From an optimization exercise on the open Yosys and OpenROAD flow, aimed at small area, a short achievable clock period and few clock cycles; shortcuts taken in it are not production practice. Function not checked in this run: the RTL went through the layout flow alone.

==> design/flow/design.v <==
module i_merge4(input wire          clk,
		input wire          reset,
		input wire [3:0]    i_valid,
		output wire [3:0]   i_ready,
		input wire [255:0]  i_data,
		input wire [3:0]    i_last,
		output wire [3:0]   o_valid,
		input wire [3:0]    o_ready,
		output wire [255:0] o_data,
		output wire [3:0]   o_last);
   parameter REQ = 1;
   reg [3:0] act;
   reg [3:0] first;
   reg [7:0] route;
   wire [3:0] hdr = ~act | first;
   reg [3:0]   hreq [0:3];	 
   reg [3:0]   own  [0:3];	 
   reg [3:0]   gnt  [0:3];	 
   reg [255:0] xd;		 
   reg [1:0]   hdest [0:3];
   reg [3:0]   rdy;
   reg [3:0]   ovalid, olast;
   reg [255:0] odata;
   integer     i, j;
   always @(*) begin
      for (i = 0; i < 4; i = i + 1) begin
	 hdest[i] = REQ ? i_data[64*i+30 +: 2] : i_data[64*i+48 +: 2];
	 xd[64*i +: 64] = i_data[64*i +: 64];
	 if (hdr[i]) begin
	    if (REQ)
	      xd[64*i+48 +: 8] = {i_data[64*i+48 +: 6], i[1:0]};
	    else
	      xd[64*i+48 +: 8] = {2'b00, i_data[64*i+50 +: 6]};
	 end
      end
      for (j = 0; j < 4; j = j + 1) begin
	 for (i = 0; i < 4; i = i + 1) begin
	    hreq[j][i] = ~act[i] & i_valid[i] & (hdest[i] == j);
	    own[j][i]  = act[i] & (route[2*i +: 2] == j);
	 end
	 gnt[j] = own[j];
	 if (own[j] == 4'b0) begin
	    if (hreq[j][0])      gnt[j] = 4'b0001;
	    else if (hreq[j][1]) gnt[j] = 4'b0010;
	    else if (hreq[j][2]) gnt[j] = 4'b0100;
	    else if (hreq[j][3]) gnt[j] = 4'b1000;
	 end
	 ovalid[j] = |(gnt[j] & i_valid);
	 olast[j]  = |(gnt[j] & i_last);
	 odata[64*j +: 64] = 64'h0;
	 for (i = 0; i < 4; i = i + 1)
	   if (gnt[j][i]) odata[64*j +: 64] = odata[64*j +: 64] | xd[64*i +: 64];
      end
      for (i = 0; i < 4; i = i + 1)
	rdy[i] = (gnt[0][i] & o_ready[0]) | (gnt[1][i] & o_ready[1]) |
		 (gnt[2][i] & o_ready[2]) | (gnt[3][i] & o_ready[3]);
   end
   assign o_valid = ovalid;
   assign o_last  = olast;
   assign o_data  = odata;
   assign i_ready = rdy;
   wire [3:0] granted = gnt[0] | gnt[1] | gnt[2] | gnt[3];
   always @(posedge clk) begin
      for (i = 0; i < 4; i = i + 1) begin
	 if (!act[i]) begin
	    route[2*i +: 2] <= hdest[i];
	    first[i] <= ~rdy[i];
	    act[i] <= i_valid[i] & granted[i] & ~(rdy[i] & i_last[i]);
	 end else if (i_valid[i] & rdy[i]) begin
	    first[i] <= 1'b0;
	    if (i_last[i]) act[i] <= 1'b0;
	 end
      end
      if (reset)
	act <= 4'b0;
   end
endmodule
module mic_4r4c(input wire 	   clk,
		input wire 	   reset,
		input wire 	   R0I_TVALID,
		output wire 	   R0I_TREADY,
		input wire [63:0]  R0I_TDATA,
		input wire 	   R0I_TLAST,
		output wire 	   R0O_TVALID,
		input wire 	   R0O_TREADY,
		output wire [63:0] R0O_TDATA,
		output wire 	   R0O_TLAST,
		input wire 	   R1I_TVALID,
		output wire 	   R1I_TREADY,
		input wire [63:0]  R1I_TDATA,
		input wire 	   R1I_TLAST,
		output wire 	   R1O_TVALID,
		input wire 	   R1O_TREADY,
		output wire [63:0] R1O_TDATA,
		output wire 	   R1O_TLAST,
		input wire 	   R2I_TVALID,
		output wire 	   R2I_TREADY,
		input wire [63:0]  R2I_TDATA,
		input wire 	   R2I_TLAST,
		output wire 	   R2O_TVALID,
		input wire 	   R2O_TREADY,
		output wire [63:0] R2O_TDATA,
		output wire 	   R2O_TLAST,
		input wire 	   R3I_TVALID,
		output wire 	   R3I_TREADY,
		input wire [63:0]  R3I_TDATA,
		input wire 	   R3I_TLAST,
		output wire 	   R3O_TVALID,
		input wire 	   R3O_TREADY,
		output wire [63:0] R3O_TDATA,
		output wire 	   R3O_TLAST,
		output wire 	   C0O_TVALID,
		input wire 	   C0O_TREADY,
		output wire [63:0] C0O_TDATA,
		output wire 	   C0O_TLAST,
		input wire 	   C0I_TVALID,
		output wire 	   C0I_TREADY,
		input wire [63:0]  C0I_TDATA,
		input wire 	   C0I_TLAST,
		output wire 	   C1O_TVALID,
		input wire 	   C1O_TREADY,
		output wire [63:0] C1O_TDATA,
		output wire 	   C1O_TLAST,
		input wire 	   C1I_TVALID,
		output wire 	   C1I_TREADY,
		input wire [63:0]  C1I_TDATA,
		input wire 	   C1I_TLAST,
		output wire 	   C2O_TVALID,
		input wire 	   C2O_TREADY,
		output wire [63:0] C2O_TDATA,
		output wire 	   C2O_TLAST,
		input wire 	   C2I_TVALID,
		output wire 	   C2I_TREADY,
		input wire [63:0]  C2I_TDATA,
		input wire 	   C2I_TLAST,
		output wire 	   C3O_TVALID,
		input wire 	   C3O_TREADY,
		output wire [63:0] C3O_TDATA,
		output wire 	   C3O_TLAST,
		input wire 	   C3I_TVALID,
		output wire 	   C3I_TREADY,
		input wire [63:0]  C3I_TDATA,
		input wire 	   C3I_TLAST
		);
   wire [3:0]   rq_ov, rs_ov, rq_ol, rs_ol;
   wire [255:0] rq_od, rs_od;
   wire [3:0]   rq_ir, rs_ir;
   i_merge4 #(.REQ(1)) REQ_XBAR
     (.clk(clk), .reset(reset),
      .i_valid({R3I_TVALID, R2I_TVALID, R1I_TVALID, R0I_TVALID}),
      .i_ready(rq_ir),
      .i_data({R3I_TDATA, R2I_TDATA, R1I_TDATA, R0I_TDATA}),
      .i_last({R3I_TLAST, R2I_TLAST, R1I_TLAST, R0I_TLAST}),
      .o_valid(rq_ov),
      .o_ready({C3O_TREADY, C2O_TREADY, C1O_TREADY, C0O_TREADY}),
      .o_data(rq_od),
      .o_last(rq_ol));
   i_merge4 #(.REQ(0)) RSP_XBAR
     (.clk(clk), .reset(reset),
      .i_valid({C3I_TVALID, C2I_TVALID, C1I_TVALID, C0I_TVALID}),
      .i_ready(rs_ir),
      .i_data({C3I_TDATA, C2I_TDATA, C1I_TDATA, C0I_TDATA}),
      .i_last({C3I_TLAST, C2I_TLAST, C1I_TLAST, C0I_TLAST}),
      .o_valid(rs_ov),
      .o_ready({R3O_TREADY, R2O_TREADY, R1O_TREADY, R0O_TREADY}),
      .o_data(rs_od),
      .o_last(rs_ol));
   assign {R3I_TREADY, R2I_TREADY, R1I_TREADY, R0I_TREADY} = rq_ir;
   assign {C3I_TREADY, C2I_TREADY, C1I_TREADY, C0I_TREADY} = rs_ir;
   assign {C3O_TVALID, C2O_TVALID, C1O_TVALID, C0O_TVALID} = rq_ov;
   assign {C3O_TLAST, C2O_TLAST, C1O_TLAST, C0O_TLAST} = rq_ol;
   assign {C3O_TDATA, C2O_TDATA, C1O_TDATA, C0O_TDATA} = rq_od;
   assign {R3O_TVALID, R2O_TVALID, R1O_TVALID, R0O_TVALID} = rs_ov;
   assign {R3O_TLAST, R2O_TLAST, R1O_TLAST, R0O_TLAST} = rs_ol;
   assign {R3O_TDATA, R2O_TDATA, R1O_TDATA, R0O_TDATA} = rs_od;
endmodule
==> design/flow/run.sh <==
#!/bin/bash
# synth_recipe.tcl (not shown) runs the flow's synth.tcl, then flattens the netlist and writes it again
# the make line also repeats each setting of config.mk as NAME=value (left out here)
make -C /OpenROAD-flow-scripts/flow DESIGN_CONFIG=/design/flow/config.mk WORK_HOME=/design/flow/orfs CLKGATE_MAP_FILE= SYNTH_SCRIPT=/design/flow/synth_recipe.tcl finish
==> design/flow/config.mk <==
export PLATFORM = sky130hd
export DESIGN_NAME = mic_4r4c
export DESIGN_NICKNAME = mic_4r4c
export VERILOG_FILES = /design/flow/design.v
export SDC_FILE = /design/flow/constraint.sdc
export NUM_CORES = 4
export LEC_CHECK = 0
export CAP_MARGIN = 20
export CORE_MARGIN = 2
export CORE_UTILIZATION = 40
export SLEW_MARGIN = 20
==> design/flow/constraint.sdc <==
create_clock -name core_clock -period 5.0 [get_ports {clk}]
set_input_delay 1.0000 -clock core_clock [delete_from_list [all_inputs] [get_ports {clk}]]
set_output_delay 1.0000 -clock core_clock [all_outputs]
set_load 0.01 [all_outputs]
==> notes.md <==
* Exit stage: I/O pin placement
* Post-synth top area cell: a222oi_1
* Die X-Extent at 190 um
* Cell variety after synth at 68
* Sequential area share after synthesis at 6.33%
* Syn avg cell area at 6.26 sq um
* Die height at 190 um
* Async S/R FF share, synth at 0%
* Synthesized instance count at 2,223
* Post-synth EDFFs at 24
* First error: [ERROR PPL-0024] Number of IO pins (1074) exceeds maximum number of available positions (682). Increase the die perimeter from 761.88um to 1460.64um.
* Syn. warnings at 10
* Synthesis-stage register bit count at 32
* Top cells by count, synth: 948 x nand2_1, 461 x a222oi_1, 159 x clkbuf_1, 70 x nor2_1, 63 x nand3_1
* Status: aborted with a tool error
* Synth Net Count at 2,761
* Post-synth top area share at 33.2%
* Synth area leaders: a222oi_1 33%, nand2_1 26%, edfxtp_1 5.2%
* Row Count at 68
* Starting Density at 40.5%
* Synthesized cell area at 13,900 sq um
* Commonest register cell after synthesis: edfxtp_1
* Most numerous cell in the Yosys netlist: nand2_1
## cell families after synthesis
family,after synthesis,synth area share (%)
simple gates,1209,37.0
compound gates,665,43.9
buf+inv,263,8.48
mux,54,4.35
flops,32,6.33
